Context: an optimization exercise on an open-source flow, tuned for small area. The choices shown serve that exercise and are no tape-out recipe. In this exercise RTL edits were held to simulation tests only and were not proved equivalent to the original. No activity file was given, so power comes from the tool's default toggle rates.

==> flow/design.v (outline; a module is shown in full before it is edited, if it fits) <==
// module LMC: 723 lines
// module aoi222: 5 lines
// module nand2: 5 lines
// module sel1: 5 lines
// module sel1p: 5 lines
// module sel2: 5 lines
// module sel2p: 7 lines
// module sel3: 5 lines
// module sel3p: 5 lines
module LMC (reset_n, pclk, generation, data_valid, data, d_k_in, MUXSyncHeader, PIPEWIDTH, data_valid_out_1, data_valid_out_2, data_valid_out_3, data_valid_out_4, data_valid_out_5, data_valid_out_6, data_valid_out_7, data_valid_out_8, data_valid_out_9, data_valid_out_10, data_valid_out_11, data_valid_out_12, data_valid_out_13, data_valid_out_14, data_valid_out_15, data_valid_out_16, d_k_out_1, d_k_out_2, d_k_out_3, d_k_out_4, d_k_out_5, d_k_out_6, d_k_out_7, d_k_out_8, d_k_out_9, d_k_out_10, d_k_out_11, d_k_out_12, d_k_out_13, d_k_out_14, d_k_out_15, d_k_out_16, dataout_1, dataout_2, dataout_3, dataout_4, dataout_5, dataout_6, dataout_7, dataout_8, dataout_9, dataout_10, dataout_11, dataout_12, dataout_13, dataout_14, dataout_15, dataout_16, LMCSyncHeader_1, LMCSyncHeader_2, LMCSyncHeader_3, LMCSyncHeader_4, LMCSyncHeader_5, LMCSyncHeader_6, LMCSyncHeader_7, LMCSyncHeader_8, LMCSyncHeader_9, LMCSyncHeader_10, LMCSyncHeader_11, LMCSyncHeader_12, LMCSyncHeader_13, LMCSyncHeader_14, LMCSyncHeader_15, LMCSyncHeader_16);
  // ...
==> flow/run.sh <==
#!/bin/bash
# synth_recipe.tcl (not shown) runs the flow's synth.tcl, then flattens the netlist and writes it again
# the make line also repeats each setting of config.mk as NAME=value (left out here)
make -C /OpenROAD-flow-scripts/flow DESIGN_CONFIG=/design/flow/config.mk WORK_HOME=/design/flow/orfs CLKGATE_MAP_FILE= SYNTH_SCRIPT=/design/flow/synth_recipe.tcl finish
==> flow/config.mk <==
export PLATFORM = sky130hd
export DESIGN_NAME = LMC
export DESIGN_NICKNAME = LMC
export VERILOG_FILES = /design/flow/design.v
export SDC_FILE = /design/flow/constraint.sdc
export NUM_CORES = 4
export LEC_CHECK = 0
export CAP_MARGIN = 20
export CORE_AREA = 10 10 440 440
export DIE_AREA = 0 0 450 450
export SLEW_MARGIN = 20
export SYNTH_HIERARCHICAL = 1
==> flow/constraint.sdc <==
create_clock -name core_clock -period 5.0 [get_ports {pclk}]
set_input_delay 1.0000 -clock core_clock [delete_from_list [all_inputs] [get_ports {pclk}]]
set_output_delay 1.0000 -clock core_clock [all_outputs]
set_load 0.01 [all_outputs]
==> results.ini, run 1 <==
[worst_setup_path]
crit_buf_inv=3
r2r_cells=5
critPathMaxStageDelay_ns=0.97
path_cells=clkdlybuf4s50_1 -> ha_1 -> buf_4 -> nand4b_1 -> o22a_4 -> a211oi_4 -> buf_4 -> a21oi_4 -> a222oi_1 -> nand2_1

[final_layout]
finalNonFillerCells=5749
buf_share_pct=31.2
nNonClkInverters=25
signal_buffers=1329
final_util_pct=23.3
seq_area_share_pct=34.2
diodes=20
layout_commonest_cell=clkdlybuf4s50_1
ff_latch_area_um2=14600

[grt]
first_global_vias=26200

[outcome]
status=complete, no violations

[yosys]
synthXorXnorAreaFrac_pct=0.149
synth_compound_area_share_pct=28.7
synth_cell_types=47
synth.most_common_cell=dfrtp_1
yosys_warnings=7
synth_mux_area_share_pct=0.0638

[floorplanning]
num_rows=157
ios=1276

[pwr]
clockPowerShare_pct=40.1
pg_comb_mw=3.56

[route]
viasPerCell=4.59
vias=26400
dr_wl_met3_um=25300
first_iter_violations=4367

[placement]
port_buffers=1227
placed_cell_area_um2=40000
dp.cells=5589

[timing]
hold_violations=0
fmax_mhz=238
holdWs_ns=0.378

[clock_network]
postCtsSetupBuffers=0

==> inputs of run 2 (changes only) <==
==> flow/flow/run.sh (new file) <==
#!/bin/bash
# Layout: the standard flow (standard synthesis included), with smaller port
# buffers, a clock tree without dummy loads, and power (area) recovery after routing.
set -euo pipefail
export BUFFER_PORTS_ARGS="-buffer_cell sky130_fd_sc_hd__buf_1"
export CTS_ARGS="-sink_clustering_enable -repair_clock_nets -dont_use_dummy_load"
export RECOVER_POWER=100
bash standard.sh > standard_flow.log 2>&1
==> flow/standard.sh (new file) <==
#!/bin/bash
# synth_recipe.tcl (not shown) runs the flow's synth.tcl, then flattens the netlist and writes it again
# the make line also repeats each setting of config.mk as NAME=value (left out here)
make -C /OpenROAD-flow-scripts/flow DESIGN_CONFIG=/design/flow/config.mk WORK_HOME=/design/flow/orfs CLKGATE_MAP_FILE= SYNTH_SCRIPT=/design/flow/synth_recipe.tcl "${@:-finish}"
removed: flow/run.sh
==> results.ini, run 2 <==
[outcome]
status=failed layout checks
layout.failed_checks=max-capacitance violations, max-slew violations

[timing]
rsz0062_at_grt=no
maxSlewViolCount=194
setup-violations-final=0
finClkSkew_ns=0.0347
max_slew.worst_pin.slew_ns=2.81
fmax_mhz=220  ; -7.7%
fin_crit_ns=4.55
post-route-period-util_pct=91.0
hold_violations=0  ; unchanged
slew_headroom_pct=-87.6
setup_slack_ns=0.451

[worst_setup_path]
critPathLaunchType=input pin
critPathMaxStageDelay_ns=0.65  ; -0.32 ns
end_kind=flop
cp.arrival_ns=5.11
cp_common_cell=clkbuf_1
critPathSlowestCell=clkbuf_1
timing.setup.critical_path_class=in -> reg
path_cells=clkbuf_1 -> inv_1 -> ha_1 -> clkbuf_1 -> nor2_1 -> o2111a_1 -> a211oi_1 -> buf_4 -> clkbuf_1 -> nor2_4 -> clkbuf_2 -> a221o_1
crit_buf_inv=6  ; +3
required_ns=5.56
cpLargestDelayFamily=buffers and inverters
path_max_fanout=36

[clock_network]
cts_max_path_buffers=3
clock_sinks=584
clkTransAtPathRegs_ns=0.06
postCtsSetupBuffers=0  ; unchanged
h-tree-depth=3
hold_buffers=0
insertion_delay_ns=0.66
ctsResizeCount=0
cts_tree=built
cts_root_buffer=clkbuf_16
cts_inserted_buffers=74

[route]
vias=26600  ; +0.74%
first_iter_violations=5143  ; +18%
antenna_left=0
finalWirelength_um=204000
drc_errors=0
firstDrtPassIters=14
viasPerCell=4.69  ; +2.1%
wire_per_inst_um=35.9

[floorplanning]
die_width_um=450
die_y_um=450
die-area_um2=203000
coreArea_um2=183000
ios=1276  ; unchanged
initial_core_util_pct=12.8
num_rows=157  ; unchanged

[yosys]
synth_top_flop_cell=dfrtp_1
synth_seq_area_share_pct=62.1
ys_ff_latch=584
synthArstFlopShare_pct=100
synth_top_area_cell=dfrtp_1
synth.most_common_cell=dfrtp_1
yosysTopAreaCellShare_pct=62.1
avgSynthCellArea_um2=12.9
syn-instance-count=1825
synth_edf_count=0
synth.area.top_cells=dfrtp_1, a222oi_1, a221o_1
syn_area_um2=23500
synth_cell_types=47  ; unchanged
synth_common_cells=dfrtp_1, nand2_1, a222oi_1, a221o_1, a21oi_1
yosys_warnings=7  ; unchanged

[placement]
dp_hpwl_um=162000
pre_cts_slack_ns=0.305
port_buffers=1227  ; unchanged
placed_cell_area_um2=32000  ; -20%
place.gp.congestion=1.00

[final_layout]
finalInstanceArea_um2=33800
final_nets=3831
final_util_pct=18.4  ; -4.8 points
drive_gt1_share_pct=6.13
largestRegisters=dout (512), dk (64), count (5)
final_cell_mix=buf_1, dfrtp_1, nand2_1
areaGrowthSynthToFinish_pct=43.8
largest-register=dout
layout_commonest_cell=buf_1
largest_reg_flops=512

[pwr]
leakage_nw=14.5
power_density_nw_per_um2=379
totalPowerFinal_mw=12.8
ir_drop_mv=0.203

[grt]
first_global_vias=25700  ; -1.8%
antenna_found_initial=94
grt_overflow=0
grt_max_degree=173
grt_pass1_wl_um=262000
grt_util_all_layers_pct=18.9

[min_path]
min_path_type=reg -> reg

[job]
cap_violations=5

[run 2: cell types whose count changed in the layout (fill, tap and decap cells not counted), sizes merged]
cell | before | now
buf | 103 | 1040
bufinv | 7 | 0
clkbuf | 107 | 343
clkdlybuf4s50 | 1226 | 0
clkinv | 15 | 0
clkinvlp | 5 | 0
diode | 20 | 29
inv | 31 | 25
[run 2: worst paths after layout]
kind,start,to,slack [ns],depth (start not counted)
setup / recovery,generation[1],dout[249],0.45,12
hold / removal,dout[100],dout[100],0.49,2
setup reg to reg,count[3],hdr[0],3.15,5
hold reg to reg,dout[100],dout[100],0.49,2
max in group asynchronous,reset_n,dout[230],1.03,2
min in group asynchronous,reset_n,count[0],1.28,1
[run 2: cell families after synthesis]
family,synth area share (%)
xor gates and xnor gates,0.149
buffers and inverters,2.28
other,0.0159
DFF,62.1
and+or+nand+nor,6.40
AOI/OAI and AO/OA,28.7
adders and majority gates,0.213
muxes,0.0638
[run 2: per-layer routing]
| layer | share of wire [%] | track usage [%] |
|---|---|---|
| met1 | 36 | 21.6 |
| met2 | 46 | 29.9 |
| met3 | 14 | 9.54 |
| met4 | 4.4 | 7.75 |
| met5 | 0.059 | 0 |
[run 2: worst reg2reg max path, cell delays in order (launching register included)]
cell and delay (ns):
dfrtp_1 0.44, or2_2 0.34, a21oi_1 0.20, o21bai_1 0.15
or4b_1 0.48, a21oi_1 0.15
[run 2: where the power goes]
part | internal (mW) | switching (mW) | leakage, nW | total, mW
registers | 5.18 | 0.295 | 7.74 | 5.47
logic | 0.684 | 1.95 | 5.80 | 2.63
clock network | 2.58 | 2.13 | 0.912 | 4.71
[run 2: final cells by class]
class / count / area [um^2]
sequential: 584 / 14600
tap: 2464 / 3080
antenna: 29 / 72.6
fill: 20500 / 150000
clock buffer: 74 / 1850
multi-input combinational: 1187 / 8790
inverter: 25 / 106
timing repair buffer: 1309 / 5290
[run 2: per-module statistics from Yosys, one instance, submodules excluded, excerpt]
module  cell area (um^2)  flip-flops and latches  times used
LMC                16000                     584           1
sel3                18.8                       0          16
sel2                13.8                       0          16
aoi222              10.0                       0         128
sel1p               10.0                       0         256
sel1                8.76                       0          32
nand2               3.75                       0         128
[run 2: per-stage QoR]
step	instances	hold WS, ns	TNS, ns
after global placement	5569	0.474	0
final	5672	0.486	0
after floorplan	1859	0.527	-4157.78
after global routing	5665	0.498	0
after CTS	5643	0.431	0
after detailed placement	5569	0.475	0

[separate check: timing with driven ports]
The flow's constraints put no driver on any port. The routed layouts listed below were extracted and timed again, unchanged, in two steps.
Step 1 assumes that a clkbuf_16 drives the clock port and a buf_2 every other input.
Step 2 times the ports against the registers' clock, not the clock port: input delays grow and output delays shrink by t, the midpoint of the rising clock arrivals with the driver on.
Three values: ideal, step 1, step 2; two values: the first two.
run	t (ns)	setup WS [ns]	worst setup path after step 2	clock arrival spread, ns	worst data-port slew with drivers (ns)
run 1	0.782	0.801 / 0.759 / -0.023	input to register	0.031 / 0.032	0.30
run 2	0.740	0.451 / 0.423 / -0.317	input to register	0.062 / 0.062	0.27
The setup slack of run 1, which loses most, moves by -0.042 ns with the drivers and by -0.824 ns with both steps.
